Source: an optimization exercise on an open RTL-to-GDS flow (aim: small area). Production flows keep margins and buffers that such runs may drop.
Where RTL was checked, it was by simulation tests only, not by an equivalence proof against the original.
Power and IR drop assume default switching activity. The clock port is modelled as an ideal driver; clocking choices that lean on that would not hold on a real chip.

Setup of exp/nickel:
Design Loto, start of the top module:
module Loto (Clk, BPBack, BPReview, BPReset, BPTirage, A1, A2, A3, A4);
Size: about 650 flip-flops, about 16000 um^2 of cells after synthesis.
clock: 15.0 ns
lec_check: 0
cap_margin: 20
core_margin: 2
core_utilization: 40
slew_margin: 20
standard.sh (not shown) runs the stock make flow with config.mk's settings and CLKGATE_MAP_FILE= SYNTH_SCRIPT=/design/flow/synth_recipe.tcl, a recipe that flattens the netlist after the stock synthesis.
==> flow/flow/run.sh <==
#!/bin/bash
# The standard layout (standard.sh) with changes that save cell area:
# - after placement resizing, the resizer's power recovery downsizes gates that
#   have timing slack to spare, then repair_design fixes slew and capacitance
#   again (flow/post_resize.tcl);
# - ports get the smallest buffer;
# - clock tree synthesis uses small clock buffers, larger sink clusters and no
#   dummy loads.
set -euo pipefail
export POST_RESIZE_TCL="$PWD/flow/post_resize.tcl"
export BUFFER_PORTS_ARGS="-buffer_cell sky130_fd_sc_hd__buf_1"
export CTS_ARGS="-sink_clustering_enable -repair_clock_nets -dont_use_dummy_load -buf_list {sky130_fd_sc_hd__clkbuf_4 sky130_fd_sc_hd__clkbuf_8} -sink_clustering_size 14 -sink_clustering_max_diameter 40"
bash standard.sh > standard.log 2>&1
==> flow/flow/post_resize.tcl <==
# Sourced by ORFS's resize.tcl after repair_design (POST_RESIZE_TCL).
log_cmd estimate_parasitics -placement
log_cmd repair_timing -recover_power 100 -verbose
log_cmd estimate_parasitics -placement
repair_design_helper
Inputs modified between exp/nickel and exp/yarrow:
# exp/nickel
export LEC_CHECK = 0
export CAP_MARGIN = 20
export CORE_MARGIN = 2
export CORE_UTILIZATION = 40
export SLEW_MARGIN = 20
create_clock -name core_clock -period 15.0 [get_ports {Clk}]
# exp/yarrow
export LEC_CHECK = 0
export CAP_MARGIN = 20
export CORE_MARGIN = 2
export CORE_UTILIZATION = 60
export SLEW_MARGIN = 20
create_clock -name core_clock -period 15.0 [get_ports {Clk}]
-- flow/flow/run.sh --
<<< exp/nickel, line 12
export CTS_ARGS="-sink_clustering_enable -repair_clock_nets -dont_use_dummy_load -buf_list {sky130_fd_sc_hd__clkbuf_4 sky130_fd_sc_hd__clkbuf_8} -sink_clustering_size 14 -sink_clustering_max_diameter 40"
>>> exp/yarrow, line 12
export CTS_ARGS="-sink_clustering_enable -repair_clock_nets -dont_use_dummy_load -buf_list {sky130_fd_sc_hd__clkbuf_4 sky130_fd_sc_hd__clkbuf_8} -sink_clustering_size 20 -sink_clustering_max_diameter 60"
==> results.txt <==
In exp/yarrow the global-route usage over all layers turned out 4.5 points higher than in exp/nickel.
Compared with exp/nickel, exp/yarrow shows a count of clock-buffer cells in the layout that is 20 lower.
exp/nickel → exp/yarrow: DRC violation count after routing held steady, post-route worst setup slack went up by 0.049 ns, total number of nets in the final design shows a reduction of 19, total via count in the routed design has decreased.
The combinational cell fraction of total power was comparable across exp/yarrow and exp/nickel.
Going from exp/nickel to exp/yarrow, number of global-route vias before repair shrank by a few percent.
| proportion of cell area spent on the clock network | lower: exp/yarrow |
Area of all placed cells without fillers: exp/yarrow vs exp/nickel down 2.8%
No run of this note included a check of the RTL's function; only the layout flow was run.

Another version of the RTL of Loto (not shown whole).
For scale: roughly 1,100 cells after synthesis, ~33 I/O pins.
export LEC_CHECK = 0
export CAP_MARGIN = 20
export CORE_MARGIN = 2
export CORE_UTILIZATION = 40
export SLEW_MARGIN = 20
create_clock -name core_clock -period 15.0 [get_ports {Clk}]
==> flow/flow/run.sh <==
#!/bin/bash
# The standard layout (standard.sh), with changes that save cell area:
# - after the standard synthesis, the combinational logic of its netlist is
#   re-mapped by Yosys/ABC with an area-oriented script (flow/reopt.ys); the
#   flip-flops are kept exactly as the standard synthesis made them;
# - after placement resizing, the resizer's power recovery downsizes gates that
#   have timing slack to spare, then repair_design fixes slew and capacitance
#   again (flow/post_resize.tcl);
# - ports get the smallest buffer;
# - clock tree synthesis uses clkbuf_4/clkbuf_8, sink clusters of up to 20
#   and no dummy loads.
# Each tool's full output goes to a log file in this folder.
set -euo pipefail
export POST_RESIZE_TCL="$PWD/flow/post_resize.tcl"
export BUFFER_PORTS_ARGS="-buffer_cell sky130_fd_sc_hd__buf_1"
export CTS_ARGS="-sink_clustering_enable -repair_clock_nets -dont_use_dummy_load -buf_list {sky130_fd_sc_hd__clkbuf_16} -sink_clustering_size 30 -sink_clustering_max_diameter 80"

R="$PWD/orfs/results/$FLOW_PLATFORM/Loto/base"
bash standard.sh synth > standard_synth.log 2>&1
cp "$R/1_2_yosys.v" "$PWD/standard_1_2_yosys.v"

LIB="$FLOW_HOME/platforms/$FLOW_PLATFORM/lib/sky130_fd_sc_hd__tt_025C_1v80.lib"
DONT_USE=$(grep -o 'cell *( *"\?sky130_fd_sc_hd__\(lpflow_[a-z0-9_]*\|probec\?_p_8\)' "$LIB" \
  | sed 's/.*\(sky130_fd_sc_hd__[a-z0-9_]*\)/-dont_use \1/' | sort -u | tr '\n' ' ')
sed -e "s|{LIB}|$LIB|g" -e "s|{DONT_USE}|$DONT_USE|" -e "s|{NETLIST}|$R/1_2_yosys.v|g" \
  -e "s|{TOP}|$FLOW_TOP|" flow/reopt.ys > reopt_run.ys
yosys -s reopt_run.ys > yosys_reopt.log 2>&1
rm -f "$R/1_synth.odb" "$R/1_synth.sdc"

bash standard.sh > standard.log 2>&1
==> flow/flow/reopt.ys <==
# Re-maps the combinational logic of the standard synthesis netlist for area,
# keeping every flip-flop instance (name, cell type, connections) as it is.
# run.sh fills in {LIB}, {DONT_USE}, {NETLIST} and {TOP} and runs it with yosys -s.
read_liberty -overwrite -setattr liberty_cell -ignore_miss_func {LIB}
blackbox sky130_fd_sc_hd__*df* sky130_fd_sc_hd__*dl* sky130_fd_sc_hd__conb_1
read_verilog {NETLIST}
hierarchy -top {TOP}
flatten
opt_clean
abc -liberty {LIB} {DONT_USE} -script +strash;dc2;dch,-f;amap;strash;dch,-f;amap
opt_clean -purge
splitnets
hilomap -singleton -hicell sky130_fd_sc_hd__conb_1 HI -locell sky130_fd_sc_hd__conb_1 LO
insbuf -buf sky130_fd_sc_hd__buf_1 A X
opt_clean -purge
stat -liberty {LIB}
write_verilog -noattr -nohex -nodec {NETLIST}
Scripts as last shown in full above: flow/flow/post_resize.tcl
Then changed:
--- a/flow/flow/run.sh
+++ b/flow/flow/run.sh
@@ -14,5 +14,5 @@
 export POST_RESIZE_TCL="$PWD/flow/post_resize.tcl"
 export BUFFER_PORTS_ARGS="-buffer_cell sky130_fd_sc_hd__buf_1"
-export CTS_ARGS="-sink_clustering_enable -repair_clock_nets -dont_use_dummy_load -buf_list {sky130_fd_sc_hd__clkbuf_16} -sink_clustering_size 30 -sink_clustering_max_diameter 80"
+export CTS_ARGS="-sink_clustering_enable -repair_clock_nets -dont_use_dummy_load -buf_list {sky130_fd_sc_hd__clkbuf_4 sky130_fd_sc_hd__clkbuf_8} -sink_clustering_size 20 -sink_clustering_max_diameter 60"
 
 R="$PWD/orfs/results/$FLOW_PLATFORM/Loto/base"
Settings changed: CORE_UTILIZATION 40 to 55.
Combinational power shrinks by about 0.7%; total power drops by 2.0%; critical path depth does not change; core utilization came out higher by 16 points; final area is lower by 1.4%; worst setup slack is better by 0.15 ns; register-to-register slack improves by 0.18 ns; routed wire length falls by 1.7%; clock skew is higher by 0.029 ns; non-clock buffer count does not change.
Then changed:
Settings changed: CORE_UTILIZATION 55 to 40, PLACE_DENSITY from default to 0.8.
=>
- The changed run ran to the end with no violations
- final cell count increases by 8.9%
- combinational power grows by about 0.6%
- routed wire length rose by 8.3%
- die area came out higher by 37%
- sequential power hardly moves
- final area rose by 0.76%
- worst setup slack gets worse by 0.24 ns
- power is lower by 0.37%

The RTL this note starts from:
==> flow/design.v <==
module Loto (Clk, BPBack, BPReview, BPReset, BPTirage, A1, A2, A3, A4);
input Clk, BPBack, BPReview, BPReset, BPTirage;
output [6:0] A1;
output [6:0] A2;
output [6:0] A3;
output [6:0] A4;
reg [209:0] R0, R1, R2;    
reg [4:0] r;               
reg Fill;                  
reg PrevTirage, PrevBack;
reg [6:0] S;               
reg [6:0] M;               
reg [6:0] D;               
reg [6:0] A;               
reg [6:0] TA;              
reg [6:0] TB;              
reg Busy, First, Pass2, FA, FB;
function [6:0] inc;
	input [6:0] x;
	inc = (x[1:0] == 2'd2) ? {x[6:2] + 5'd1, 2'd0} : {x[6:2], x[1:0] + 2'd1};
endfunction
function [6:0] dec;
	input [6:0] x;
	dec = (x[1:0] == 2'd0) ? {x[6:2] - 5'd1, 2'd2} : {x[6:2], x[1:0] - 2'd1};
endfunction
wire CLt90 = (M[6:2] != 5'd31);
wire EvTirage = BPTirage & ~PrevTirage & ~BPReset & ~BPReview & CLt90;
wire EvBack = BPBack & ~PrevBack & ~BPReset & BPReview;
wire [6:0] H0 = R0[6:0];
wire [6:0] H1 = R1[6:0];
wire [6:0] H2 = R2[6:0];
wire HitAg = (A[6:2] == r);
wire HitDg = (D[6:2] == r);
wire [2:0] HitA = {HitAg & (A[1:0] == 2'd2), HitAg & (A[1:0] == 2'd1), HitAg & (A[1:0] == 2'd0)};
wire [2:0] HitD = {HitDg & (D[1:0] == 2'd2), HitDg & (D[1:0] == 2'd1), HitDg & (D[1:0] == 2'd0)};
wire [1:0] SelT = Busy ? A[1:0] : D[1:0];
wire [6:0] HT = (SelT == 2'd0) ? H0 : (SelT == 2'd1) ? H1 : H2;
wire [6:0] HD = (D[1:0] == 2'd0) ? H0 : (D[1:0] == 2'd1) ? H1 : H2;
wire Pass1 = Busy & ~First & ~Pass2;
wire Wr = Busy & Pass2;
wire [6:0] In0 = Fill ? {r, 2'd0} : (Wr & HitA[0]) ? TB : (Wr & HitD[0]) ? TA : H0;
wire [6:0] In1 = Fill ? {r, 2'd1} : (Wr & HitA[1]) ? TB : (Wr & HitD[1]) ? TA : H1;
wire [6:0] In2 = Fill ? {r, 2'd2} : (Wr & HitA[2]) ? TB : (Wr & HitD[2]) ? TA : H2;
always @(posedge Clk)
begin
	R0 <= {In0, R0[209:7]};
	R1 <= {In1, R1[209:7]};
	R2 <= {In2, R2[209:7]};
	PrevTirage <= BPTirage;
	PrevBack <= BPBack;
	if (BPReset)
	begin
		r <= 0;
		Fill <= 1;
		S <= 0;
		M <= {5'd29, 2'd2};
		D <= {5'd30, 2'd0};
		Busy <= 0;
	end
	else
	begin
		r <= (r == 5'd29) ? 5'd0 : r + 5'd1;
		if (r == 5'd29)
			Fill <= 0;
		if (CLt90)
			S <= (S >= M) ? 7'd0 : inc(S);
		if (EvTirage)
			M <= dec(M);
		if (~BPReview)
			D <= inc(M);
		else if (EvBack && D < {5'd29, 2'd2})
			D <= inc(D);
		if (EvTirage)
		begin
			A <= S;
			Busy <= 1;
			First <= 1;
			Pass2 <= 0;
			FA <= 0;
			FB <= 0;
		end
		else if (First)
			First <= 0;
		else if (Busy)
		begin
			if ((FA | HitAg) & (FB | HitDg))
			begin
				FA <= 0;
				FB <= 0;
				Pass2 <= 1;
				if (Pass2)
					Busy <= 0;
			end
			else
			begin
				FA <= FA | HitAg;
				FB <= FB | HitDg;
			end
		end
	end
	if (Busy ? (Pass1 & HitAg) : HitDg)
		TA <= HT;
	if (Pass1 & HitDg)
		TB <= HD;
end
wire [6:0] Nombre = (D[6:2] == 5'd30) ? 7'd0 : {TA[6:2], 1'b0} + {2'b0, TA[6:2]} + {5'd0, TA[1:0]} + 7'd1;
wire [6:0] Rang = 7'd90 - ({D[6:2], 1'b0} + {2'b0, D[6:2]} + {5'd0, D[1:0]});
function [6:0] seg;
	input [3:0] d;
	case (d)
		4'd0: seg = 7'b1111110;
		4'd1: seg = 7'b0110000;
		4'd2: seg = 7'b1101101;
		4'd3: seg = 7'b1111001;
		4'd4: seg = 7'b0110011;
		4'd5: seg = 7'b1011011;
		4'd6: seg = 7'b1011111;
		4'd7: seg = 7'b1110000;
		4'd8: seg = 7'b1111111;
		default: seg = 7'b1111011;
	endcase
endfunction
assign A1 = seg(Nombre / 7'd10);
assign A2 = seg(Nombre % 7'd10);
assign A3 = seg(Rang / 7'd10);
assign A4 = seg(Rang % 7'd10);
endmodule
Settings: LEC_CHECK=0, CAP_MARGIN=20, CORE_MARGIN=2, CORE_UTILIZATION=40, SLEW_MARGIN=20; clock period 15.0 ns.
run.sh (not shown) runs the stock make flow with config.mk's settings and CLKGATE_MAP_FILE= SYNTH_SCRIPT=/design/flow/synth_recipe.tcl, a recipe that flattens the netlist after the stock synthesis.
Stock flow here: none of the scripts above is used.
The starting point completed without violations.
==> next run, changes <==
- CTS_BUF_LIST: default -> sky130_fd_sc_hd__clkbuf_4
- CTS_CLUSTER_SIZE: default -> 30
The changed run finished with timing, DRC and antenna clean.
Power decreases by 2.1%.
Wire length increases by 2.6%.
Non-clock buffer count is unchanged.
Cell area is about the same.
Worst setup slack loses 230 ps.

==> port drivers added, routing unchanged <==
No port has a modelled driver above. Below, the same layouts with a new extraction and two added sets of constraints. Step 1: set_driving_cell puts a clkbuf_16 on Clk and a buf_2 on each other input, an assumption about the parent block. Step 2 moves the port delays by t, midway between the first and last clock arrival at a register: inputs arrive t later, outputs are due t later. That takes back most of the time a late clock gives input paths. Slacks: ideal / step 1 / step 2; pairs: ideal / step 1.
run	shift t [ns]	setup slack, ns	hold slack, ns	pins driven straight from the clock port
exp/nickel	0.654	9.411 / 9.366 / 9.851	0.271 / 0.271 / 0.271	1
exp/yarrow	0.579	9.460 / 9.419 / 9.936	0.281 / 0.281 / 0.281	1
the first run of note 2	0.599	8.970 / 8.916 / 9.336	0.315 / 0.315 / 0.315	1
the second run of note 2	0.590	9.117 / 9.069 / 9.315	0.291 / 0.291 / 0.291	1
the third run of note 2	0.605	8.874 / 8.829 / 9.434	0.305 / 0.305 / 0.305	1
the first run of note 3	0.633	4.069 / 4.016 / 4.649	0.312 / 0.312 / 0.312	1
the second run of note 3	0.850	3.841 / 3.795 / 4.645	0.294 / 0.294 / 0.294	1
After both steps setup and hold are still met in every run listed.
